Source: an optimization exercise on an open RTL-to-GDS flow (aim: small area, a short achievable clock period and few clock cycles). Production flows keep margins and buffers that such runs may drop.
The RTL was checked by simulation tests, not by an equivalence proof against the original design.

==> flow/design.v <==
module ysyx_22041412_mdu(
  input         clk,
  input         rst,
  input         valid_i,
  input  [2:0]  func3_i,
  input         word_i,
  input  [63:0] a_i,
  input  [63:0] b_i,
  output        ready_o,
  output [63:0] result_o
);
  localparam [2:0] S_IDLE = 3'd0, S_MUL = 3'd1, S_ABS = 3'd2, S_DIV = 3'd3,
                   S_FIXR = 3'd4, S_FIXQ = 3'd5, S_DONE = 3'd6;
  reg  [2:0]  state;
  reg  [2:0]  nstate;
  reg         align;       
  reg  [6:0]  cnt;         
  reg  [69:0] X;           
  reg  [67:0] Y;           
  reg  [64:0] M;           
  reg         hi_r;        
  reg         word_r;
  reg         rem_r;       
  reg         negq_r;      
  reg         negr_r;      
  reg         one0r, two0, neg0r, one1, two1, neg1, cin1;
  reg         dsgn_r;      
  reg         fixr_r;      
  reg         am_r, ad_r, af_r;    
  wire idle   = (state == S_IDLE);
  wire is_div = func3_i[2];
  wire sgn_d = ~func3_i[0];                                    
  wire sa    = is_div ? sgn_d : (func3_i[1:0] != 2'b11);        
  wire sb    = is_div ? sgn_d : ~func3_i[1];                    
  wire wdiv  = word_i & is_div;
  wire [63:0] ap = wdiv   ? {{32{sa & a_i[31]}}, a_i[31:0]} : a_i;
  wire [63:0] bp = word_i ? {{32{sb & b_i[31]}}, b_i[31:0]} : b_i;
  wire ea = sa & ap[63];
  wire eb = sb & bp[63];
  wire bzero = ~|bp;
  wire [15:0] bgrp;
  genvar gi, gj;
  generate for (gi = 0; gi < 16; gi = gi + 1) begin : g_bgrp
    assign bgrp[gi] = (bp[4*gi+3:4*gi] == {4{eb}});
  end endgenerate
  wire [31:0] rest_zero;
  assign rest_zero[31:17] = {15{1'b1}};
  assign rest_zero[0]     = 1'b0;
  generate for (gi = 1; gi < 17; gi = gi + 1) begin : g_rz
    assign rest_zero[gi] = (&bgrp[15:gi]) & (bp[4*gi-1] == eb);
  end endgenerate
  wire [6:0] cnt1 = cnt + 7'd1;
  wire mul_fin = rest_zero[cnt1[4:0]];
  wire [63:0] dp = M[63:0] ^ {64{M[64]}};
  wire [7:0]  gor;
  generate for (gi = 0; gi < 8; gi = gi + 1) begin : g_gor
    assign gor[gi] = |dp[8*gi+7:8*gi];
  end endgenerate
  wire [7:0] gabove;           
  assign gabove[7] = 1'b0;
  generate for (gi = 0; gi < 7; gi = gi + 1) begin : g_gab
    assign gabove[gi] = |gor[7:gi+1];
  end endgenerate
  wire [63:0] hm;              
  generate for (gi = 0; gi < 8; gi = gi + 1) begin : g_hmg
    for (gj = 0; gj < 8; gj = gj + 1) begin : g_hmb
      if (gj == 7) assign hm[8*gi+gj] = ~gabove[gi];
      else         assign hm[8*gi+gj] = ~(gabove[gi] | (|dp[8*gi+7:8*gi+gj+1]));
    end
  end endgenerate
  wire dnz = |gor;             
  wire [63:0] v16 = {X[47:0], Y[67:52]};
  wire [63:0] v4  = {X[59:0], Y[67:64]};
  wire pok    = ~X[69] & dnz;
  wire skip16 = pok & ~|X[63:48] & ~|(v16 & hm) & (cnt <= 7'd48);
  wire skip4  = pok & ~|X[63:60] & ~|(v4  & hm) & (cnt <= 7'd60);
  wire one0 = one0r | (fixr_r & X[69]);
  wire neg0 = neg0r ^ (dsgn_r & X[69]);
  wire [65:0] pp0 = (({M[64], M} & {66{one0}}) | ({M, 1'b0} & {66{two0}})) ^ {66{neg0}};
  wire [65:0] pp1 = (({M[64], M} & {66{one1}}) | ({M, 1'b0} & {66{two1}})) ^ {66{neg1}};
  wire [69:0] acc = am_r ? {{4{X[69]}}, X[69:4]} :
                    ad_r ? {X[68:0], Y[67]} :
                    af_r ? X ^ {70{negr_r}} :
                           {6'd0, ~Y[67:4]};      
  wire [69:0] t0 = {{4{pp0[65]}}, pp0};
  wire [69:0] t1 = {{2{pp1[65]}}, pp1, neg1, neg0};
  wire [69:0] cs_s = acc ^ t0 ^ t1;
  wire [69:0] cs_c = {((acc[68:0] & t0[68:0]) | (acc[68:0] & t1[68:0]) | (t0[68:0] & t1[68:0])), neg1};
  wire [70:0] ax = {cs_s, 1'b1};
  wire [70:0] bx = {cs_c, cin1};
  wire [70:0] sum_w;
  ysyx_22041412_add71 u_add (.a(ax), .b(bx), .s(sum_w));
  wire [69:0] sum = sum_w[70:1];
  wire a_neg = ap[63];
  wire b_neg = bp[63];
  reg  next_align;
  always @(*) begin
    nstate     = state;
    next_align = align;
    case (state)
      S_IDLE: begin
        next_align = 1'b0;
        if (valid_i) nstate = is_div ? (ea ? S_ABS : S_DIV) : S_MUL;
      end
      S_MUL: begin
        if (align && cnt <= 7'd13) begin
          if (cnt == 7'd13) nstate = S_DONE;
        end else begin
          if (mul_fin) next_align = 1'b1;
          if (cnt == 7'd16) nstate = S_DONE;
        end
      end
      S_ABS: nstate = S_DIV;
      S_DIV: begin
        if (skip16 ? (cnt == 7'd48) : skip4 ? (cnt == 7'd60) : (cnt == 7'd63)) begin
          if (rem_r) nstate = S_FIXR;
          else       nstate = negq_r ? S_FIXQ : S_DONE;
        end
      end
      S_FIXR: nstate = S_DONE;
      S_FIXQ: nstate = S_DONE;
      default: nstate = S_IDLE;      
    endcase
  end
  reg [2:0] nc0, nc1;
  reg       ncin;
  wire      bneg = idle ? eb : M[64];       
  always @(*) begin
    nc0 = 3'b000; nc1 = 3'b000; ncin = 1'b0;
    case (nstate)
      S_MUL: if (!next_align) begin
        if (idle) begin
          nc0 = {bp[1], bp[0], 1'b0};
          nc1 = bp[3:1];
        end else begin
          nc0 = Y[5:3];
          nc1 = Y[7:5];
        end
      end
      S_DIV: nc0 = bneg ? 3'b001 : 3'b110;        
      S_FIXR: begin
        nc0 = (negr_r ^ bneg) ? 3'b111 : 3'b000;  
        ncin = negr_r;
      end
      S_ABS, S_FIXQ: ncin = 1'b1;
      default: ;
    endcase
  end
  always @(posedge clk) begin
    one0r  <= (nc0 == 3'b001) | (nc0 == 3'b010) | (nc0 == 3'b101) | (nc0 == 3'b110);
    two0   <= (nc0 == 3'b011) | (nc0 == 3'b100);
    neg0r  <= (nc0 == 3'b100) | (nc0 == 3'b101) | (nc0 == 3'b110) | (nc0 == 3'b111 && nstate == S_FIXR);
    one1   <= (nc1 == 3'b001) | (nc1 == 3'b010) | (nc1 == 3'b101) | (nc1 == 3'b110);
    two1   <= (nc1 == 3'b011) | (nc1 == 3'b100);
    neg1   <= (nc1 == 3'b100) | (nc1 == 3'b101) | (nc1 == 3'b110);
    cin1   <= ((nc1 == 3'b100) | (nc1 == 3'b101) | (nc1 == 3'b110)) | ncin;
    dsgn_r <= (nstate == S_DIV);
    fixr_r <= (nstate == S_FIXR);
    am_r   <= (nstate == S_MUL);
    ad_r   <= (nstate == S_DIV);
    af_r   <= (nstate == S_FIXR);
  end
  always @(posedge clk) begin
    if (idle) begin
      M      <= is_div ? {eb, bp} : {ea, ap};
      word_r <= word_i;
      rem_r  <= func3_i[1];
      hi_r   <= is_div ? func3_i[1] : (func3_i[1:0] != 2'b00);
      negq_r <= sgn_d & (a_neg ^ b_neg) & ~bzero;
      negr_r <= sgn_d & a_neg;
    end
  end
  always @(posedge clk) begin
    X    <= sum;
    Y    <= {X[3:0], Y[67:4]};
    cnt  <= cnt1;
    case (state)
      S_IDLE: begin
        X   <= 70'd0;
        cnt <= 7'd0;
        Y   <= is_div ? {ap, 4'd0} : {{4{eb}}, bp};
      end
      S_MUL: begin
        if (align && cnt <= 7'd13) begin
          X   <= {{16{X[69]}}, X[69:16]};
          Y   <= {X[15:0], Y[67:16]};
          cnt <= cnt + 7'd4;
        end
      end
      S_ABS: begin
        X   <= 70'd0;
        cnt <= 7'd0;
        Y   <= {sum[63:0], 4'd0};
      end
      S_DIV: begin
        if (skip16) begin
          X   <= {X[53:0], Y[67:52]};
          Y   <= {Y[51:4], 20'd0};
          cnt <= cnt + 7'd16;
        end else if (skip4) begin
          X   <= {X[65:0], Y[67:64]};
          Y   <= {Y[63:4], 8'd0};
          cnt <= cnt + 7'd4;
        end else begin
          Y   <= {Y[66:4], ~sum[69], 4'd0};
        end
      end
      S_FIXQ: Y <= {sum[63:0], 4'd0};
      default: ;
    endcase
  end
  always @(posedge clk) begin
    if (rst) begin
      state <= S_IDLE;
      align <= 1'b0;
    end else begin
      state <= nstate;
      align <= next_align;
    end
  end
  wire [63:0] res = hi_r ? X[63:0] : Y[67:4];
  assign ready_o  = (state == S_DONE);
  assign result_o = word_r ? {{32{res[31]}}, res[31:0]} : res;
endmodule
module ysyx_22041412_add71(
  input  [70:0] a,
  input  [70:0] b,
  output [70:0] s
);
  wire [70:0] g0 = a & b, p0 = a ^ b;
  wire [70:0] G [0:7];
  wire [70:0] P [0:7];
  assign G[0] = g0;
  assign P[0] = p0;
  genvar l, bi;
  generate for (l = 0; l < 7; l = l + 1) begin : g_lv
    for (bi = 0; bi < 71; bi = bi + 1) begin : g_bt
      if (((bi >> l) & 1) == 1) begin : g_op
        localparam integer J = ((bi >> l) << l) - 1;
        assign G[l+1][bi] = G[l][bi] | (P[l][bi] & G[l][J]);
        assign P[l+1][bi] = P[l][bi] & P[l][J];
      end else begin : g_pass
        assign G[l+1][bi] = G[l][bi];
        assign P[l+1][bi] = P[l][bi];
      end
    end
  end endgenerate
  assign s = p0 ^ {G[7][69:0], 1'b0};
endmodule
==> flow/run.sh <==
#!/bin/bash
# synth_recipe.tcl (not shown) runs the flow's synth.tcl, then flattens the netlist and writes it again
# the make line also repeats each setting of config.mk as NAME=value (left out here)
make -C /OpenROAD-flow-scripts/flow DESIGN_CONFIG=/design/flow/config.mk WORK_HOME=/design/flow/orfs CLKGATE_MAP_FILE= SYNTH_SCRIPT=/design/flow/synth_recipe.tcl finish
==> flow/config.mk <==
export PLATFORM = sky130hd
export DESIGN_NAME = ysyx_22041412_mdu
export DESIGN_NICKNAME = ysyx_22041412_mdu
export VERILOG_FILES = /design/flow/design.v
export SDC_FILE = /design/flow/constraint.sdc
export NUM_CORES = 4
export LEC_CHECK = 0
export CAP_MARGIN = 20
export CORE_MARGIN = 2
export CORE_UTILIZATION = 30
export PLACE_DENSITY = 0.55
export SETUP_SLACK_MARGIN = 2.0
export SLEW_MARGIN = 20
export SYNTH_HIERARCHICAL = 1
export SYNTH_MINIMUM_KEEP_SIZE = 0
==> flow/constraint.sdc <==
create_clock -name core_clock -period 6.0 [get_ports {clk}]
set_input_delay 1.2000 -clock core_clock [delete_from_list [all_inputs] [get_ports {clk}]]
set_output_delay 1.2000 -clock core_clock [all_outputs]
set_load 0.01 [all_outputs]
==> results of run 1 <==
-- worst register-to-register path: stages, from the launching register on --
cell	delay, ps
sky130_fd_sc_hd__edfxtp_1	380
sky130_fd_sc_hd__buf_6	150
sky130_fd_sc_hd__buf_12	160
sky130_fd_sc_hd__buf_4	150
sky130_fd_sc_hd__xnor2_1	130
sky130_fd_sc_hd__a211oi_2	260
sky130_fd_sc_hd__a211oi_2	70
sky130_fd_sc_hd__a21oi_2	170
sky130_fd_sc_hd__fa_1	440
sky130_fd_sc_hd__ha_1	370
sky130_fd_sc_hd__nand4_1	140
sky130_fd_sc_hd__or4_4	580
sky130_fd_sc_hd__a21oi_4	200
sky130_fd_sc_hd__o21ai_2	100
sky130_fd_sc_hd__buf_12	150
sky130_fd_sc_hd__o41ai_4	190
sky130_fd_sc_hd__buf_4	190
sky130_fd_sc_hd__a2bb2oi_4	180
sky130_fd_sc_hd__a21oi_2	90
sky130_fd_sc_hd__o21a_1	190
sky130_fd_sc_hd__o21bai_2	140
sky130_fd_sc_hd__fa_2	530
sky130_fd_sc_hd__o221ai_2	200
sky130_fd_sc_hd__a21oi_1	110
sky130_fd_sc_hd__a221oi_2	190
sky130_fd_sc_hd__a21oi_1	70
-- final timing paths --
check | from | to
max | negr_r | Y[67]
min | Y[13] | Y[9]
max reg2reg | negr_r | Y[67]
min reg2reg | Y[13] | Y[9]
-- cell type report --
cell class / instances / area (sq um)
antenna: 6 / 15.01
clock buffer: 42 / 837.1
clock inverter: 13 / 67.56
fill: 9689 / 56130
inverter: 156 / 590.6
multi-input combinational: 3067 / 24180
sequential: 226 / 5303
tap: 1265 / 1583
timing repair buffer: 644 / 6299
timing repair inverter: 1 / 7.507
-- cell usage in the layout, fill, tap and decap left out, types with 60 or more instances in the layout --
cell type and instances:
sky130_fd_sc_hd__a21oi_2 60, sky130_fd_sc_hd__xor2_1 80, sky130_fd_sc_hd__a211oi_1 114, sky130_fd_sc_hd__xnor2_1 163
sky130_fd_sc_hd__mux2_2 125, sky130_fd_sc_hd__nor2_1 236, sky130_fd_sc_hd__a31oi_1 75, sky130_fd_sc_hd__clkdlybuf4s50_1 149
sky130_fd_sc_hd__o21ai_0 230, sky130_fd_sc_hd__dfxtp_1 139, sky130_fd_sc_hd__a22oi_1 121, sky130_fd_sc_hd__a21oi_1 392
sky130_fd_sc_hd__nor2b_1 68, sky130_fd_sc_hd__fa_1 68, sky130_fd_sc_hd__edfxtp_1 75, sky130_fd_sc_hd__inv_1 135
sky130_fd_sc_hd__nand3_1 66, sky130_fd_sc_hd__nand2_1 305, sky130_fd_sc_hd__buf_4 357, sky130_fd_sc_hd__mux2i_1 114
-- routing by layer --
metal / share of wire, % / vias up / wire length, um / GRT usage [%]
li1: - / 14540 / - / -
met1: 38 / 16680 / 66070 / 42.19
met2: 41 / 2571 / 69900 / 47.21
met3: 14 / 696 / 23260 / 9.652
met4: 7.5 / 6 / 12900 / 17.79
met5: 0.015 / - / 25 / 0
-- timing repair --
| item | in CTS | in global routing |
|---|---|---|
| gates cloned | 4 | 15 |
| resized for setup | 156 | 436 |
| hold buffers | 0 | 0 |
| endpoints found under the setup margin | 191 | 188 |
| pin swaps | 113 | 187 |
| setup buffers | 70 | 100 |
-- registers in the layout, indices dropped and copies added, names as in the netlist --
register	count
neg1	1
negq_r	1
rem_r	1
cnt	7
Y	65
cin1	1
one0r	1
word_r	1
negr_r	1
M	65
one1	1
hi_r	1
state	3
two1	1
fixr_r	1
align	1
dsgn_r	1
am_r	1
two0	1
neg0r	1
X	70
-- through the flow --
stage / utilization [%] / TNS, ps / hold WS [ps] / cells
3_5_place_dp: 35.24 / -116.3 / 616.2 / 5170
3_3_place_gp: 35.24 / -151.7 / 611.0 / 5170
5_1_grt: 40.91 / 0 / 646.1 / 5416
4_1_cts: 37.82 / 0 / 619.7 / 5299
6_report: 40.92 / 0 / 639.4 / 5420
2_1_floorplan: - / 0 / 472.5 / 3839
==> flow_summary.rst, run 1 <==
.. list-table::
   :header-rows: 1

   * - Metric
     - Value
   * - Final antenna-violating net count
     - 0
   * - Required time of the worst setup path
     - 6470 ps
   * - F_max
     - 176.4 MHz
   * - Average cell area after synthesis
     - 7.488 sq um
   * - Critical-path maximum fanout
     - 6
   * - Clock skew
     - 31.42 ps
   * - Post-route cell area
     - 0.03888 sq mm
   * - Worst-path clk slew
     - 70 ps
   * - Post-synthesis cell area
     - 0.02875 sq mm
   * - Antenna violations before repair
     - 7
   * - Number of nets in the layout
     - 4424
   * - Routed wire per std cell
     - 31.77 um
   * - Largest net degree at the start of global routing
     - 83
   * - Period minus WS final
     - 5670 ps
   * - Chip height
     - 313.5 um
   * - Worst Hold Depth
     - 2
   * - Post-detailed-placement cell area
     - 0.03348 sq mm
   * - Stages on the worst setup path
     - 25
   * - Kind of path behind the tightest hold check
     - flop to flop
   * - CTS tree
     - built
   * - CP max stage cell
     - sky130_fd_sc_hd__or4_4
   * - Worst slack at placement
     - -116.3 ps
   * - Number of remaining DRC errors
     - 0
   * - Unrepaired setup endpoints after global routing
     - true
   * - Number of hold violations in the final report
     - 0
   * - Via count normalized by instance count
     - 6.363
   * - Number of vias in the routed layout
     - 34490
   * - Worst path arrival time
     - 6140 ps
   * - Critical path's top delay family
     - compound AO/OA/AOI/OAI gates
   * - Count of final setup violators
     - 0
   * - Number of buffers inserted by port buffering
     - 199
   * - Gate Count Post-Synth
     - 3839
   * - Iter 0 DRT Violations
     - 4783
   * - Vias in the first global route
     - 31090
   * - Worst stage delay on the critical path
     - 580 ps
   * - Critical setup path kind
     - flop to flop
   * - Max-Slew Margin vs Limit
     - -3.246%
   * - Area of the core region
     - 0.09501 sq mm
   * - I/O Pins
     - 200
   * - Global-route wire length before repair
     - 231.4 mm
   * - Pins over their slew limit
     - 2
   * - Critical path endpoint category
     - flop
   * - Initial core utilization
     - 30.25%
   * - Number of buffers between clock root and the deepest sink
     - 3
   * - DP HPWL
     - 124.0 mm
   * - Actual transition at the worst max-transition pin
     - 1532 ps
   * - Number of nets in the synthesized netlist
     - 4136
   * - Remaining global-route overflow
     - 0
   * - Max-cap check violation count
     - 1
   * - Sink Count
     - 226
   * - Ratio of final minimum period to clock period
     - 94.51%
   * - Status
     - finished with violations
   * - Final setup slack of the worst path
     - 329.6 ps
   * - Count of cells along the worst register-to-register path
     - 25
   * - R2R setup slack
     - 330 ps
   * - Total clock buffers created by CTS
     - 31
   * - Violated checks
     - max-capacitance violations, max-slew violations
   * - Width of the die
     - 313.5 um
   * - Total Die Area
     - 0.09831 sq mm
   * - Combined buffer and inverter count along the critical path
     - 5
   * - Global placement routability congestion
     - 1.021
   * - # rows
     - 113
   * - Clock latency on the worst-skew pair
     - 630 ps
   * - First-pass detailed-route iteration total
     - 9
   * - Warning count from the yosys run
     - 9
   * - Buffer type at the clock tree root
     - sky130_fd_sc_hd__clkbuf_16
   * - Fraction of layout instances using a drive strength above 1
     - 26.54%
   * - Worst Setup Start Kind
     - flop
   * - Post-Route WL
     - 172.2 mm
   * - H-tree lvl count
     - 1
   * - Area growth from synthesis to layout
     - 35.25%
   * - All-layer global routing usage
     - 32.24%
Testbench counts, summed over its fixed seeds: cycles 61,237.
==> run 2, diff against run 1 <==
--- a/flow/design.v
+++ b/flow/design.v
@@ -74,23 +74,33 @@
   wire pok    = ~X[69] & dnz;
   wire skip16 = pok & ~|X[63:48] & ~|(v16 & hm) & (cnt <= 7'd48);
   wire skip4  = pok & ~|X[63:60] & ~|(v4  & hm) & (cnt <= 7'd60);
-  wire one0 = one0r | (fixr_r & X[69]);
-  wire neg0 = neg0r ^ (dsgn_r & X[69]);
-  wire [65:0] pp0 = (({M[64], M} & {66{one0}}) | ({M, 1'b0} & {66{two0}})) ^ {66{neg0}};
-  wire [65:0] pp1 = (({M[64], M} & {66{one1}}) | ({M, 1'b0} & {66{two1}})) ^ {66{neg1}};
-  wire [69:0] acc = am_r ? {{4{X[69]}}, X[69:4]} :
-                    ad_r ? {X[68:0], Y[67]} :
-                    af_r ? X ^ {70{negr_r}} :
-                           {6'd0, ~Y[67:4]};      
-  wire [69:0] t0 = {{4{pp0[65]}}, pp0};
-  wire [69:0] t1 = {{2{pp1[65]}}, pp1, neg1, neg0};
-  wire [69:0] cs_s = acc ^ t0 ^ t1;
-  wire [69:0] cs_c = {((acc[68:0] & t0[68:0]) | (acc[68:0] & t1[68:0]) | (t0[68:0] & t1[68:0])), neg1};
-  wire [70:0] ax = {cs_s, 1'b1};
-  wire [70:0] bx = {cs_c, cin1};
-  wire [70:0] sum_w;
-  ysyx_22041412_add71 u_add (.a(ax), .b(bx), .s(sum_w));
-  wire [69:0] sum = sum_w[70:1];
+  wire [69:0] Xn;
+  wire [67:0] Yn;
+  wire [67:0] yload = is_div ? {ap, 4'd0} : {{4{eb}}, bp};
+  reg  xs_zero, xs_a16, xs_k16, xs_k4;
+  reg  ys_load, ys_a16, ys_sum, ys_k16, ys_k4, ys_dstep;
+  always @(*) begin
+    xs_zero = 1'b0; xs_a16 = 1'b0; xs_k16 = 1'b0; xs_k4 = 1'b0;
+    ys_load = 1'b0; ys_a16 = 1'b0; ys_sum = 1'b0; ys_k16 = 1'b0; ys_k4 = 1'b0; ys_dstep = 1'b0;
+    case (state)
+      S_IDLE: begin xs_zero = 1'b1; ys_load = 1'b1; end
+      S_MUL:  if (align && cnt <= 7'd13) begin xs_a16 = 1'b1; ys_a16 = 1'b1; end
+      S_ABS:  begin xs_zero = 1'b1; ys_sum = 1'b1; end
+      S_DIV:  if (skip16) begin xs_k16 = 1'b1; ys_k16 = 1'b1; end
+              else if (skip4) begin xs_k4 = 1'b1; ys_k4 = 1'b1; end
+              else ys_dstep = 1'b1;
+      S_FIXQ: ys_sum = 1'b1;
+      default: ;
+    endcase
+  end
+  ysyx_22041412_dp u_dp (
+    .X(X), .Y(Y), .M(M), .yload(yload),
+    .one0r(one0r), .two0(two0), .neg0r(neg0r), .one1(one1), .two1(two1), .neg1(neg1), .cin1(cin1),
+    .dsgn(dsgn_r), .fixr(fixr_r), .am(am_r), .ad(ad_r), .af(af_r), .negr(negr_r),
+    .xs_zero(xs_zero), .xs_a16(xs_a16), .xs_k16(xs_k16), .xs_k4(xs_k4),
+    .ys_load(ys_load), .ys_a16(ys_a16), .ys_sum(ys_sum), .ys_k16(ys_k16), .ys_k4(ys_k4), .ys_dstep(ys_dstep),
+    .Xn(Xn), .Yn(Yn)
+  );
   wire a_neg = ap[63];
   wire b_neg = bp[63];
   reg  next_align;
@@ -171,42 +181,13 @@
     end
   end
   always @(posedge clk) begin
-    X    <= sum;
-    Y    <= {X[3:0], Y[67:4]};
-    cnt  <= cnt1;
+    X <= Xn;
+    Y <= Yn;
     case (state)
-      S_IDLE: begin
-        X   <= 70'd0;
-        cnt <= 7'd0;
-        Y   <= is_div ? {ap, 4'd0} : {{4{eb}}, bp};
-      end
-      S_MUL: begin
-        if (align && cnt <= 7'd13) begin
-          X   <= {{16{X[69]}}, X[69:16]};
-          Y   <= {X[15:0], Y[67:16]};
-          cnt <= cnt + 7'd4;
-        end
-      end
-      S_ABS: begin
-        X   <= 70'd0;
-        cnt <= 7'd0;
-        Y   <= {sum[63:0], 4'd0};
-      end
-      S_DIV: begin
-        if (skip16) begin
-          X   <= {X[53:0], Y[67:52]};
-          Y   <= {Y[51:4], 20'd0};
-          cnt <= cnt + 7'd16;
-        end else if (skip4) begin
-          X   <= {X[65:0], Y[67:64]};
-          Y   <= {Y[63:4], 8'd0};
-          cnt <= cnt + 7'd4;
-        end else begin
-          Y   <= {Y[66:4], ~sum[69], 4'd0};
-        end
-      end
-      S_FIXQ: Y <= {sum[63:0], 4'd0};
-      default: ;
+      S_IDLE, S_ABS: cnt <= 7'd0;
+      S_MUL:   cnt <= (align && cnt <= 7'd13) ? cnt + 7'd4 : cnt1;
+      S_DIV:   cnt <= skip16 ? cnt + 7'd16 : skip4 ? cnt + 7'd4 : cnt1;
+      default: cnt <= cnt1;
     endcase
   end
   always @(posedge clk) begin
@@ -222,16 +203,58 @@
   assign ready_o  = (state == S_DONE);
   assign result_o = word_r ? {{32{res[31]}}, res[31:0]} : res;
 endmodule
-module ysyx_22041412_add71(
+module ysyx_22041412_dp(
+  input  [69:0] X,
+  input  [67:0] Y,
+  input  [64:0] M,
+  input  [67:0] yload,
+  input         one0r, two0, neg0r, one1, two1, neg1, cin1,
+  input         dsgn, fixr, am, ad, af, negr,
+  input         xs_zero, xs_a16, xs_k16, xs_k4,
+  input         ys_load, ys_a16, ys_sum, ys_k16, ys_k4, ys_dstep,
+  output [69:0] Xn,
+  output [67:0] Yn
+);
+  wire one0 = one0r | (fixr & X[69]);
+  wire neg0 = neg0r ^ (dsgn & X[69]);
+  wire [65:0] pp0 = (({M[64], M} & {66{one0}}) | ({M, 1'b0} & {66{two0}})) ^ {66{neg0}};
+  wire [65:0] pp1 = (({M[64], M} & {66{one1}}) | ({M, 1'b0} & {66{two1}})) ^ {66{neg1}};
+  wire        ay  = ~(am | ad | af);
+  wire [69:0] acc = ({70{am}} & {{4{X[69]}}, X[69:4]}) |
+                    ({70{ad}} & {X[68:0], Y[67]}) |
+                    ({70{af}} & (X ^ {70{negr}})) |
+                    ({70{ay}} & {6'd0, ~Y[67:4]});      
+  wire [69:0] t0 = {{4{pp0[65]}}, pp0};
+  wire [69:0] t1 = {{2{pp1[65]}}, pp1, neg1, neg0};
+  wire [69:0] cs_s = acc ^ t0 ^ t1;
+  wire [69:0] cs_c = {((acc[68:0] & t0[68:0]) | (acc[68:0] & t1[68:0]) | (t0[68:0] & t1[68:0])), neg1};
+  wire [70:0] p, c;
+  ysyx_22041412_pfx u_pfx (.a({cs_s, 1'b1}), .b({cs_c, cin1}), .p(p), .c(c));
+  wire [70:0] sum_w = p ^ c;
+  wire [69:0] sum = sum_w[70:1];
+  wire [69:0] xo = ({70{xs_a16}} & {{16{X[69]}}, X[69:16]}) |
+                   ({70{xs_k16}} & {X[53:0], Y[67:52]}) |
+                   ({70{xs_k4}}  & {X[65:0], Y[67:64]});
+  wire        xsum = ~(xs_zero | xs_a16 | xs_k16 | xs_k4);
+  assign Xn = xsum ? sum : xo;
+  wire [67:0] yo = ({68{ys_load}} & yload) |
+                   ({68{ys_a16}}  & {X[15:0], Y[67:16]}) |
+                   ({68{ys_k16}}  & {Y[51:4], 20'd0}) |
+                   ({68{ys_k4}}   & {Y[63:4], 8'd0}) |
+                   ({68{ys_dstep}} & {Y[66:4], 5'd0}) |
+                   ({68{~(ys_load | ys_a16 | ys_k16 | ys_k4 | ys_sum | ys_dstep)}} & {X[3:0], Y[67:4]});
+  assign Yn = ys_sum ? {sum[63:0], 4'd0} : (yo | {63'd0, ys_dstep & ~sum[69], 4'd0});
+endmodule
+module ysyx_22041412_pfx(
   input  [70:0] a,
   input  [70:0] b,
-  output [70:0] s
+  output [70:0] p,
+  output [70:0] c
 );
-  wire [70:0] g0 = a & b, p0 = a ^ b;
   wire [70:0] G [0:7];
   wire [70:0] P [0:7];
-  assign G[0] = g0;
-  assign P[0] = p0;
+  assign G[0] = a & b;
+  assign P[0] = a ^ b;
   genvar l, bi;
   generate for (l = 0; l < 7; l = l + 1) begin : g_lv
     for (bi = 0; bi < 71; bi = bi + 1) begin : g_bt
@@ -245,5 +268,6 @@
       end
     end
   end endgenerate
-  assign s = p0 ^ {G[7][69:0], 1'b0};
+  assign p = P[0];
+  assign c = {G[7][69:0], 1'b0};
 endmodule
--- a/flow/config.mk
+++ b/flow/config.mk
@@ -9,7 +9,7 @@
 export CORE_MARGIN = 2
 export CORE_UTILIZATION = 30
 export PLACE_DENSITY = 0.55
-export SETUP_SLACK_MARGIN = 2.0
+export SETUP_SLACK_MARGIN = 1.5
 export SLEW_MARGIN = 20
 export SYNTH_HIERARCHICAL = 1
 export SYNTH_MINIMUM_KEEP_SIZE = 0
==> run 2 against run 1 <==
- critical endpoint is now Y[34]
- now clean on timing, DRC and antenna
- maximum frequency up 10%
- sequential share of layout area up 2.8 points
- wire length down 14%
- flip-flop and latch count unchanged
- global-route usage up 1.3 points
- highest routed layer unchanged
- via count down 16%
- non-clock buffer count down 188
==> flow_summary.rst, run 2 <==
.. list-table::
   :header-rows: 1

   * - Metric
     - Value
   * - Pins over their slew limit
     - 0 (-2)
   * - Width of the die
     - 287.3 um (-8.4%)
   * - Gate Count Post-Synth
     - 2815 (-27%)
   * - F_max
     - 194.5 MHz (+10%)
   * - Total clock buffers created by CTS
     - 31 (unchanged)
   * - Global placement routability congestion
     - 1.024 (+0.33%)
   * - Clock latency on the worst-skew pair
     - 630 ps (about the same)
   * - Required time of the worst setup path
     - 6470 ps (about the same)
   * - Buffer type at the clock tree root
     - sky130_fd_sc_hd__clkbuf_16
   * - Warning count from the yosys run
     - 9 (unchanged)
   * - Number of buffers inserted by port buffering
     - 199 (unchanged)
   * - Period minus WS final
     - 5141 ps (-529.1 ps)
   * - Ratio of final minimum period to clock period
     - 85.69% (-8.8 points)
   * - CP max stage cell
     - sky130_fd_sc_hd__edfxtp_1
   * - Final antenna-violating net count
     - 0 (unchanged)
   * - Post-Route WL
     - 147.5 mm (-14%)
   * - Initial core utilization
     - 30.38% (+0.13 points)
   * - # rows
     - 103 (-8.8%)
   * - Worst Setup Start Kind
     - flop
   * - Vias in the first global route
     - 26470 (-15%)
   * - Unrepaired setup endpoints after global routing
     - true
   * - Cells along the critical path
     - or4_4, mux2_4, or4_4, nor4_4, nor4_4, and4b_1, nand3b_1, nand2b_4, nor2_4, buf_12, buf_4, a222oi_1, nand2_1, a211oi_1, a21oi_1
   * - First-pass detailed-route iteration total
     - 19 (+10)
   * - Average cell area after synthesis
     - 8.554 sq um (+14%)
   * - Chip height
     - 287.3 um (-8.4%)
   * - Number of nets in the layout
     - 3363 (-24%)
   * - Worst path arrival time
     - 5620 ps (-520 ps)
   * - Number of nets in the synthesized netlist
     - 3106 (-25%)
   * - Kind of path behind the tightest hold check
     - flop to flop
   * - Setup TNS
     - 0 ps (unchanged)
   * - Global-route wire length before repair
     - 200.3 mm (-13%)
   * - Number of remaining DRC errors
     - 0 (unchanged)
   * - Critical path endpoint category
     - flop
   * - Via count normalized by instance count
     - 6.948 (+9.2%)
   * - Clock skew
     - 22.10 ps (-9.329 ps)
   * - Routed wire per std cell
     - 35.54 um (+12%)
   * - Register containing the most flip-flops in the final layout
     - X
   * - Total Die Area
     - 0.08255 sq mm (-16%)
   * - Largest net degree at the start of global routing
     - 138 (+66%)
   * - Worst stage delay on the critical path
     - 630 ps (+50 ps)
   * - Number of buffers between clock root and the deepest sink
     - 3 (unchanged)
   * - Count of final setup violators
     - 0 (unchanged)
   * - Biggest regs
     - X (70), M (65), Y (65)
   * - Antenna violations before repair
     - 8 (+1)
   * - Remaining global-route overflow
     - 0 (unchanged)
   * - Filler Cell Count
     - 7891 (-19%)
   * - Number of flip-flops in the largest register
     - 70 (unchanged)
   * - Critical-path maximum fanout
     - 9 (+3)
   * - Post-synthesis cell area
     - 0.02408 sq mm (-16%)
   * - I/O Pins
     - 200 (unchanged)
   * - Hold-fix buffers, CTS
     - 0 (unchanged)
   * - Fraction of layout instances using a drive strength above 1
     - 21.54% (-5.0 points)
   * - Final worst hold slack
     - 646.6 ps (+7.190 ps)
   * - Most common cell after layout, fill and taps aside
     - sky130_fd_sc_hd__a21oi_1
   * - Worst-path clk slew
     - 70 ps (about the same)
   * - Combined buffer and inverter count along the critical path
     - 2 (-3)
   * - Actual transition at the worst max-transition pin
     - 1116 ps (-416.3 ps)
   * - H-tree lvl count
     - 1 (unchanged)
   * - All-layer global routing usage
     - 33.52% (+1.3 points)
   * - Number of hold violations in the final report
     - 0 (unchanged)
   * - Most frequent cells in the layout
     - sky130_fd_sc_hd__a21oi_1 (203), sky130_fd_sc_hd__a22oi_1 (201), sky130_fd_sc_hd__clkdlybuf4s50_1 (198), sky130_fd_sc_hd__a222oi_1 (182), sky130_fd_sc_hd__buf_4 (173)
   * - Iter 0 DRT Violations
     - 5992 (+25%)
   * - Max-Slew Margin vs Limit
     - 25.05% (+28 points)
   * - Critical setup path kind
     - flop to flop
   * - Number of vias in the routed layout
     - 28840 (-16%)
   * - Area of the core region
     - 0.07926 sq mm (-17%)
   * - Max-cap check violation count
     - 0 (-1)
   * - CTS tree
     - built
   * - Critical path's top delay family
     - simple AND/OR/NAND/NOR gates
   * - DP HPWL
     - 98.63 mm (-20%)
   * - Area growth from synthesis to layout
     - 33.48%
   * - Status
     - timing/DRC/antenna clean
   * - Sink Count
     - 226 (unchanged)
-- run 2: cell types whose count changed in the layout (fill, tap and decap cells not counted), moves of 115 or more --
cell                       delta
sky130_fd_sc_hd__a21oi_1    -189
sky130_fd_sc_hd__buf_4      -184
sky130_fd_sc_hd__a222oi_1   +176
sky130_fd_sc_hd__o21ai_0    -139
sky130_fd_sc_hd__nand2_1    -136
sky130_fd_sc_hd__nor2_1     -115
-- run 2: layer usage --
metal	global-route usage (%)	routed length [um]	share of wire, %	vias to the layer above
met5	0.6977	114	0.077	-
met4	20.52	11990	8.1	8
met3	13.10	22490	15	707
met2	47.80	58870	40	2654
met1	42.17	54060	37	13840
li1	-	-	-	11630
-- run 2: cell type report --
| class | instances | area [sq um] | area share [%] |
|---|---|---|---|
| Antenna cell | 5 | 12.51 | 0.03893 |
| Tap cell | 1050 | 1314 | 4.088 |
| Inverter | 56 | 212.7 | 0.6618 |
| Clock buffer | 40 | 908.4 | 2.826 |
| Sequential cell | 226 | 5289 | 16.46 |
| Multi-Input combinational cell | 2301 | 19030 | 59.21 |
| Clock inverter | 17 | 245.2 | 0.7630 |
| Timing Repair Buffer | 456 | 5127 | 15.95 |
-- run 2: tightest hold or removal path, cell delays in order, from the launching register on --
cell and delay, ps:
sky130_fd_sc_hd__edfxtp_1 330, sky130_fd_sc_hd__nor2_1 50, sky130_fd_sc_hd__o21ai_0 150, sky130_fd_sc_hd__a21oi_1 70
-- run 2: final timing paths --
| check | slack (ps) | startpoint | cells after the start | endpoint |
|---|---|---|---|---|
| setup reg to reg | 860 | M[10] | 15 | Y[34] |
| setup / recovery | 860 | M[10] | 15 | Y[34] |
| hold / removal | 650 | negq_r | 3 | state[1] |
| hold reg to reg | 650 | negq_r | 3 | state[1] |
-- run 2: timing repair --
action,in CTS,in global routing
pin swaps,89,80
setup endpoints to repair,155,171
cloned,31,6
buffers inserted,60,32
resized for setup,279,111
-- run 2: stage by stage --
stage	cell area [sq um]	util, %	cells	worst slack, ps
2_1_floorplan	24210	-	2815	1501
3_3_place_gp	27640	34.87	3960	-240.3
3_5_place_dp	27640	34.88	3960	-151.7
4_1_cts	31180	39.34	4108	1016
5_1_grt	32130	40.54	4148	841.8
6_report	32140	40.55	4151	858.7
Testbench counts of run 2, summed over its fixed seeds: cycles 61,237.
==> run 3, diff against run 2 <==
--- a/flow/design.v
+++ b/flow/design.v
@@ -26,7 +26,7 @@
   reg         one0r, two0, neg0r, one1, two1, neg1, cin1;
   reg         dsgn_r;      
   reg         fixr_r;      
-  reg         am_r, ad_r, af_r;    
+  reg         am_r, ad_r, afp_r, afn_r, ay_r;    
   wire idle   = (state == S_IDLE);
   wire is_div = func3_i[2];
   wire sgn_d = ~func3_i[0];                                    
@@ -51,29 +51,16 @@
   end endgenerate
   wire [6:0] cnt1 = cnt + 7'd1;
   wire mul_fin = rest_zero[cnt1[4:0]];
-  wire [63:0] dp = M[63:0] ^ {64{M[64]}};
-  wire [7:0]  gor;
-  generate for (gi = 0; gi < 8; gi = gi + 1) begin : g_gor
-    assign gor[gi] = |dp[8*gi+7:8*gi];
-  end endgenerate
-  wire [7:0] gabove;           
-  assign gabove[7] = 1'b0;
-  generate for (gi = 0; gi < 7; gi = gi + 1) begin : g_gab
-    assign gabove[gi] = |gor[7:gi+1];
-  end endgenerate
-  wire [63:0] hm;              
-  generate for (gi = 0; gi < 8; gi = gi + 1) begin : g_hmg
-    for (gj = 0; gj < 8; gj = gj + 1) begin : g_hmb
-      if (gj == 7) assign hm[8*gi+gj] = ~gabove[gi];
-      else         assign hm[8*gi+gj] = ~(gabove[gi] | (|dp[8*gi+7:8*gi+gj+1]));
-    end
-  end endgenerate
-  wire dnz = |gor;             
-  wire [63:0] v16 = {X[47:0], Y[67:52]};
-  wire [63:0] v4  = {X[59:0], Y[67:64]};
-  wire pok    = ~X[69] & dnz;
-  wire skip16 = pok & ~|X[63:48] & ~|(v16 & hm) & (cnt <= 7'd48);
-  wire skip4  = pok & ~|X[63:60] & ~|(v4  & hm) & (cnt <= 7'd60);
+  wire       dv;
+  wire [5:0] dpos;
+  ysyx_22041412_msb64 u_msbd (.x(bp ^ {64{eb}}), .v(dv), .pos(dpos));
+  reg        dnz_r;          
+  reg  [5:0] mpos_r;
+  wire s16raw, s4raw;
+  ysyx_22041412_skipchk u_skc (.mpos(mpos_r), .X(X[63:0]), .Ytop(Y[67:52]), .s16(s16raw), .s4(s4raw));
+  wire pok    = ~X[69] & dnz_r;
+  wire skip16 = pok & s16raw & (cnt <= 7'd48);
+  wire skip4  = pok & s4raw  & (cnt <= 7'd60);
   wire [69:0] Xn;
   wire [67:0] Yn;
   wire [67:0] yload = is_div ? {ap, 4'd0} : {{4{eb}}, bp};
@@ -96,11 +83,12 @@
   ysyx_22041412_dp u_dp (
     .X(X), .Y(Y), .M(M), .yload(yload),
     .one0r(one0r), .two0(two0), .neg0r(neg0r), .one1(one1), .two1(two1), .neg1(neg1), .cin1(cin1),
-    .dsgn(dsgn_r), .fixr(fixr_r), .am(am_r), .ad(ad_r), .af(af_r), .negr(negr_r),
+    .dsgn(dsgn_r), .fixr(fixr_r), .am(am_r), .ad(ad_r), .afp(afp_r), .afn(afn_r), .ay(ay_r),
     .xs_zero(xs_zero), .xs_a16(xs_a16), .xs_k16(xs_k16), .xs_k4(xs_k4),
     .ys_load(ys_load), .ys_a16(ys_a16), .ys_sum(ys_sum), .ys_k16(ys_k16), .ys_k4(ys_k4), .ys_dstep(ys_dstep),
     .Xn(Xn), .Yn(Yn)
   );
+  wire fixr_free = ~X[69] & ~negr_r;
   wire a_neg = ap[63];
   wire b_neg = bp[63];
   reg  next_align;
@@ -127,7 +115,7 @@
           else       nstate = negq_r ? S_FIXQ : S_DONE;
         end
       end
-      S_FIXR: nstate = S_DONE;
+      S_FIXR: nstate = fixr_free ? S_IDLE : S_DONE;    
       S_FIXQ: nstate = S_DONE;
       default: nstate = S_IDLE;      
     endcase
@@ -168,12 +156,16 @@
     fixr_r <= (nstate == S_FIXR);
     am_r   <= (nstate == S_MUL);
     ad_r   <= (nstate == S_DIV);
-    af_r   <= (nstate == S_FIXR);
+    afp_r  <= (nstate == S_FIXR) & ~negr_r;
+    afn_r  <= (nstate == S_FIXR) & negr_r;
+    ay_r   <= (nstate == S_ABS) | (nstate == S_FIXQ);
   end
   always @(posedge clk) begin
     if (idle) begin
       M      <= is_div ? {eb, bp} : {ea, ap};
       word_r <= word_i;
+      dnz_r  <= dv;
+      mpos_r <= dpos;
       rem_r  <= func3_i[1];
       hi_r   <= is_div ? func3_i[1] : (func3_i[1:0] != 2'b00);
       negq_r <= sgn_d & (a_neg ^ b_neg) & ~bzero;
@@ -200,7 +192,7 @@
     end
   end
   wire [63:0] res = hi_r ? X[63:0] : Y[67:4];
-  assign ready_o  = (state == S_DONE);
+  assign ready_o  = (state == S_DONE) | ((state == S_FIXR) & fixr_free);
   assign result_o = word_r ? {{32{res[31]}}, res[31:0]} : res;
 endmodule
 module ysyx_22041412_dp(
@@ -209,7 +201,7 @@
   input  [64:0] M,
   input  [67:0] yload,
   input         one0r, two0, neg0r, one1, two1, neg1, cin1,
-  input         dsgn, fixr, am, ad, af, negr,
+  input         dsgn, fixr, am, ad, afp, afn, ay,
   input         xs_zero, xs_a16, xs_k16, xs_k4,
   input         ys_load, ys_a16, ys_sum, ys_k16, ys_k4, ys_dstep,
   output [69:0] Xn,
@@ -219,11 +211,11 @@
   wire neg0 = neg0r ^ (dsgn & X[69]);
   wire [65:0] pp0 = (({M[64], M} & {66{one0}}) | ({M, 1'b0} & {66{two0}})) ^ {66{neg0}};
   wire [65:0] pp1 = (({M[64], M} & {66{one1}}) | ({M, 1'b0} & {66{two1}})) ^ {66{neg1}};
-  wire        ay  = ~(am | ad | af);
-  wire [69:0] acc = ({70{am}} & {{4{X[69]}}, X[69:4]}) |
-                    ({70{ad}} & {X[68:0], Y[67]}) |
-                    ({70{af}} & (X ^ {70{negr}})) |
-                    ({70{ay}} & {6'd0, ~Y[67:4]});      
+  wire [69:0] acc = ({70{am}}  & {{4{X[69]}}, X[69:4]}) |
+                    ({70{ad}}  & {X[68:0], Y[67]}) |
+                    ({70{afp}} & X) |
+                    ({70{afn}} & ~X) |
+                    ({70{ay}}  & {6'd0, ~Y[67:4]});      
   wire [69:0] t0 = {{4{pp0[65]}}, pp0};
   wire [69:0] t1 = {{2{pp1[65]}}, pp1, neg1, neg0};
   wire [69:0] cs_s = acc ^ t0 ^ t1;
@@ -260,8 +252,8 @@
     for (bi = 0; bi < 71; bi = bi + 1) begin : g_bt
       if (((bi >> l) & 1) == 1) begin : g_op
         localparam integer J = ((bi >> l) << l) - 1;
-        assign G[l+1][bi] = G[l][bi] | (P[l][bi] & G[l][J]);
-        assign P[l+1][bi] = P[l][bi] & P[l][J];
+        ysyx_22041412_pgc u_pgc (.gh(G[l][bi]), .ph(P[l][bi]), .gl(G[l][J]), .pl(P[l][J]),
+                                 .g(G[l+1][bi]), .p(P[l+1][bi]));
       end else begin : g_pass
         assign G[l+1][bi] = G[l][bi];
         assign P[l+1][bi] = P[l][bi];
@@ -271,3 +263,50 @@
   assign p = P[0];
   assign c = {G[7][69:0], 1'b0};
 endmodule
+module ysyx_22041412_pgc(
+  input  gh, ph, gl, pl,
+  output g, p
+);
+  assign g = gh | (ph & gl);
+  assign p = ph & pl;
+endmodule
+module ysyx_22041412_msb64(
+  input  [63:0] x,
+  output        v,
+  output [5:0]  pos
+);
+  wire [15:0] nv;
+  wire [1:0]  np [0:15];
+  genvar i;
+  generate for (i = 0; i < 16; i = i + 1) begin : g_nib
+    assign nv[i] = |x[4*i+3:4*i];
+    assign np[i] = x[4*i+3] ? 2'd3 : x[4*i+2] ? 2'd2 : x[4*i+1] ? 2'd1 : 2'd0;
+  end endgenerate
+  wire [3:0] gv;
+  wire [3:0] gp [0:3];
+  generate for (i = 0; i < 4; i = i + 1) begin : g_grp
+    wire [1:0] sel = nv[4*i+3] ? 2'd3 : nv[4*i+2] ? 2'd2 : nv[4*i+1] ? 2'd1 : 2'd0;
+    assign gv[i] = |nv[4*i+3:4*i];
+    assign gp[i] = {sel, np[4*i+sel]};
+  end endgenerate
+  wire [1:0] tsel = gv[3] ? 2'd3 : gv[2] ? 2'd2 : gv[1] ? 2'd1 : 2'd0;
+  assign v   = |gv;
+  assign pos = {tsel, gp[tsel]};
+endmodule
+module ysyx_22041412_skipchk(
+  input  [5:0]  mpos,
+  input  [63:0] X,
+  input  [15:0] Ytop,
+  output        s16,
+  output        s4
+);
+  wire [63:0] hm;            
+  genvar i;
+  generate for (i = 0; i < 64; i = i + 1) begin : g_hm
+    assign hm[i] = (i >= mpos);
+  end endgenerate
+  wire [63:0] v16 = {X[47:0], Ytop};
+  wire [63:0] v4  = {X[59:0], Ytop[15:12]};
+  assign s16 = ~|X[63:48] & ~|(v16 & hm);
+  assign s4  = ~|X[63:60] & ~|(v4  & hm);
+endmodule
--- a/flow/config.mk
+++ b/flow/config.mk
@@ -8,7 +8,7 @@
 export CAP_MARGIN = 20
 export CORE_MARGIN = 2
 export CORE_UTILIZATION = 30
-export PLACE_DENSITY = 0.55
+export PLACE_DENSITY = 0.5
 export SETUP_SLACK_MARGIN = 1.5
 export SLEW_MARGIN = 20
 export SYNTH_HIERARCHICAL = 1
==> run 3 against run 2 <==
- non-clock buffer count shrank 36
- sequential share of layout area grew 0.076 points
- critical path depth grew 5
- clock skew shrank 7.4 ps
- wire length grew 0.57%
- cell count grew 9.9%
==> flow_summary.rst, run 3 <==
.. list-table::
   :header-rows: 1

   * - Metric
     - Value
   * - Gate Count Post-Synth
     - 3236 (+15%)
   * - Number of buffers between clock root and the deepest sink
     - 3 (unchanged)
   * - Critical-path maximum fanout
     - 8 (-1)
   * - Sink Count
     - 236 (+4.4%)
   * - Status
     - timing/DRC/antenna clean
   * - Required time of the worst setup path
     - 6490 ps (+20 ps)
   * - I/O Pins
     - 200 (unchanged)
   * - H-tree lvl count
     - 1 (unchanged)
   * - All-layer global routing usage
     - 29.89% (-3.6 points)
   * - Critical path endpoint category
     - flop
   * - Most repeated library cell on the critical path
     - sky130_fd_sc_hd__buf_6
   * - Clock latency on the worst-skew pair
     - 610 ps (-20 ps)
   * - Buffer type at the clock tree root
     - sky130_fd_sc_hd__clkbuf_16
   * - Initial core utilization
     - 30.14% (-0.24 points)
   * - Via count normalized by instance count
     - 6.492 (-6.6%)
   * - Number of nets in the layout
     - 3652 (+8.6%)
   * - Worst path arrival time
     - 5300 ps (-320 ps)
   * - Count of cells along the worst register-to-register path
     - 20 (+5)
   * - Worst slack at placement
     - 461.2 ps (+612.9 ps)
   * - Period minus WS final
     - 4813 ps (-328.5 ps)
   * - Number of buffers inserted by port buffering
     - 199 (unchanged)
   * - Iter 0 DRT Violations
     - 5349 (-11%)
   * - Number of hold violations in the final report
     - 0 (unchanged)
   * - CP max stage cell
     - sky130_fd_sc_hd__or4_4
   * - Global-route wire length before repair
     - 205.1 mm (+2.4%)
   * - Vias in the first global route
     - 27730 (+4.7%)
   * - Worst Setup EP
     - two0
   * - Most frequent cells in the layout
     - sky130_fd_sc_hd__nand2_1 (208), sky130_fd_sc_hd__a22oi_1 (206), sky130_fd_sc_hd__a21o_1 (205), sky130_fd_sc_hd__clkdlybuf4s50_1 (196), sky130_fd_sc_hd__xnor2_1 (191)
   * - Number of nets in the synthesized netlist
     - 3527 (+14%)
   * - Post-Route WL
     - 148.4 mm (+0.57%)
   * - Number of vias in the routed layout
     - 29620 (+2.7%)
   * - Final setup slack of the worst path
     - 1187 ps (+328.5 ps)
   * - Worst R2R End
     - two0
   * - Area growth from synthesis to layout
     - 25.24%
   * - Biggest regs
     - X (70), M (65), Y (65)
   * - Worst Setup Start Kind
     - flop
   * - Unrepaired setup endpoints after global routing
     - true
   * - Largest net degree at the start of global routing
     - 140 (+1.4%)
   * - Antenna violations before repair
     - 4 (-4)
   * - Start point of the critical path
     - mpos_r[1]
   * - First-pass detailed-route iteration total
     - 14 (-5)
   * - CTS tree
     - built
   * - Critical path's top delay family
     - compound AO/OA/AOI/OAI gates
   * - R2R setup slack
     - 1190 ps (+330 ps)
   * - # rows
     - 110 (+6.8%)
   * - Fraction of layout instances using a drive strength above 1
     - 19.50% (-2.0 points)
   * - Max-cap check violation count
     - 0 (unchanged)
   * - Worst stage delay on the critical path
     - 540 ps (-90 ps)
   * - Global placement routability congestion
     - 0.9891 (-3.4%)
   * - Width of the die
     - 304.2 um (+5.9%)
   * - Reg2reg start
     - mpos_r[1]
   * - Chip height
     - 304.2 um (+5.9%)
   * - Total Die Area
     - 0.09256 sq mm (+12%)
   * - Post-synthesis cell area
     - 0.02704 sq mm (+12%)
   * - Combined buffer and inverter count along the critical path
     - 5 (+3)
   * - Warning count from the yosys run
     - 10 (+1)
   * - Routed wire per std cell
     - 32.52 um (-8.5%)
   * - Critical setup path kind
     - flop to flop
   * - Max-Slew Margin vs Limit
     - 13.75% (-11 points)
   * - Ratio of final minimum period to clock period
     - 80.21% (-5.5 points)
   * - DP HPWL
     - 103.9 mm (+5.4%)
   * - Setup TNS
     - 0 ps (unchanged)
   * - Most common cell after layout, fill and taps aside
     - sky130_fd_sc_hd__nand2_1
   * - Kind of path behind the tightest hold check
     - flop to flop
   * - Register containing the most flip-flops in the final layout
     - X
   * - Final antenna-violating net count
     - 0 (unchanged)
   * - Cells along the critical path
     - buf_6, buf_4, nand3_1, a21o_1, a2111oi_4, nand3_1, nor4_4, buf_6, nand4bb_1, or4_4, a31oi_4, o21ai_2, a211oi_2, buf_4, buf_6, nor2_4, a22o_1, a31o_1, ha_2, mux2_4
   * - Total clock buffers created by CTS
     - 30 (-3.2%)
   * - Average cell area after synthesis
     - 8.357 sq um (-2.3%)
   * - Number of flip-flops in the largest register
     - 70 (unchanged)
   * - Count of final setup violators
     - 0 (unchanged)
   * - Stages on the worst setup path
     - 20 (+5)
   * - Remaining global-route overflow
     - 0 (unchanged)
   * - Hold-fix buffers, CTS
     - 0 (unchanged)
   * - Area of the core region
     - 0.08974 sq mm (+13%)
   * - Pins over their slew limit
     - 0 (unchanged)
   * - Number of remaining DRC errors
     - 0 (unchanged)
   * - Worst-path clk slew
     - 70 ps (about the same)
   * - Clock skew
     - 14.74 ps (-7.360 ps)
   * - F_max
     - 207.8 MHz (+6.8%)
   * - Actual transition at the worst max-transition pin
     - 1294 ps (+177.6 ps)
run 3: cell count changes in the layout (fill, tap and decap cells not counted), moves of 43 or more:
cell,before,now
sky130_fd_sc_hd__inv_1,53,96
sky130_fd_sc_hd__xnor2_1,136,191
sky130_fd_sc_hd__xor2_1,138,41
sky130_fd_sc_hd__and2_1,10,136
sky130_fd_sc_hd__o21ai_2,50,1
sky130_fd_sc_hd__a21o_1,73,205
sky130_fd_sc_hd__mux2i_1,46,106
run 3: layer usage:
layer	vias up	routed length, um	track usage [%]
met1	14480	59740	40.38
met2	2123	61750	43.97
met3	475	17990	7.981
met4	2	8889	14.29
li1	12540	-	-
met5	-	7	0
run 3: layout make-up:
cell class | count | area [sq um]
antenna | 2 | 5.005
clock buffer | 35 | 832.0
clock inverter | 21 | 187.7
fill | 9152 | 55870
inverter | 108 | 430.4
multi-input combinational | 2564 | 21010
sequential | 236 | 5599
tap | 1176 | 1471
timing repair buffer | 420 | 4333
timing repair inverter | 1 | 5.005
run 3: timing repair:
item,in CTS,in global routing
resized for setup,145,183
cloned,7,11
pin swaps,46,82
endpoints found under the setup margin,151,150
setup buffers,49,40
run 3: stage by stage:
stage / utilization [%] / std cells / area [sq um] / hold WS, ps
2_1_floorplan: - / 3236 / 27070 / 467.1
3_3_place_gp: 33.54 / 4398 / 30100 / 542.7
3_5_place_dp: 33.54 / 4398 / 30100 / 560.1
4_1_cts: 36.05 / 4510 / 32350 / 560.9
5_1_grt: 37.74 / 4562 / 33870 / 592.3
6_report: 37.74 / 4563 / 33870 / 564.2
run 3: worst min path at each step:
stage	to	cells past startpoint	startpoint
3_5_place_dp	cnt[0]	1	cnt[0]
2_1_floorplan	afp_r	1	negr_r
3_3_place_gp	cnt[0]	1	cnt[0]
5_1_grt	cnt[0]	1	cnt[0]
6_report	cnt[0]	1	cnt[0]
4_1_cts	cnt[0]	1	cnt[0]
run 3: worst register-to-register path, cell delays in order, from the launching register on:
cell and delay, ps:
sky130_fd_sc_hd__edfxtp_1 480, sky130_fd_sc_hd__buf_6 180, sky130_fd_sc_hd__buf_4 110, sky130_fd_sc_hd__nand3_1 150
sky130_fd_sc_hd__a21o_1 250, sky130_fd_sc_hd__a2111oi_4 370, sky130_fd_sc_hd__nand3_1 160, sky130_fd_sc_hd__nor4_4 380
sky130_fd_sc_hd__buf_6 190, sky130_fd_sc_hd__nand4bb_1 150, sky130_fd_sc_hd__or4_4 540, sky130_fd_sc_hd__a31oi_4 180
sky130_fd_sc_hd__o21ai_2 80, sky130_fd_sc_hd__a211oi_2 250, sky130_fd_sc_hd__buf_4 160, sky130_fd_sc_hd__buf_6 110
sky130_fd_sc_hd__nor2_4 40, sky130_fd_sc_hd__a22o_1 250, sky130_fd_sc_hd__a31o_1 220, sky130_fd_sc_hd__ha_2 190
sky130_fd_sc_hd__mux2_4 260
Testbench counts of run 3, summed over its fixed seeds: cycles 60,683.

## what the ideal ports hide
The results above use ideal ports. As a check the final layouts listed here were re-extracted and re-timed, cells and wires unchanged.
Step 1 assumes that a clkbuf_16 drives the clock port and a buf_2 every other input.
Step 2 also shifts input and output timing later by t, the mid clock arrival at the registers, as if the neighbouring blocks saw the same clock.
a / b / c = ideal ports / drivers / drivers and shift; a / b = the first two.
run | t (ns) | setup slack, ns | clock arrival spread, ns
run 1 | 0.683 | 0.330 / 0.330 / 0.330 | 0.031 / 0.032
run 2 | 0.687 | 0.859 / 0.859 / 0.859 | 0.022 / 0.022
run 3 | 0.669 | 1.187 / 1.187 / 0.724 | 0.015 / 0.015
The setup slack of run 3, which loses most, moves by 0.000 ns with the drivers and by -0.463 ns with both steps.
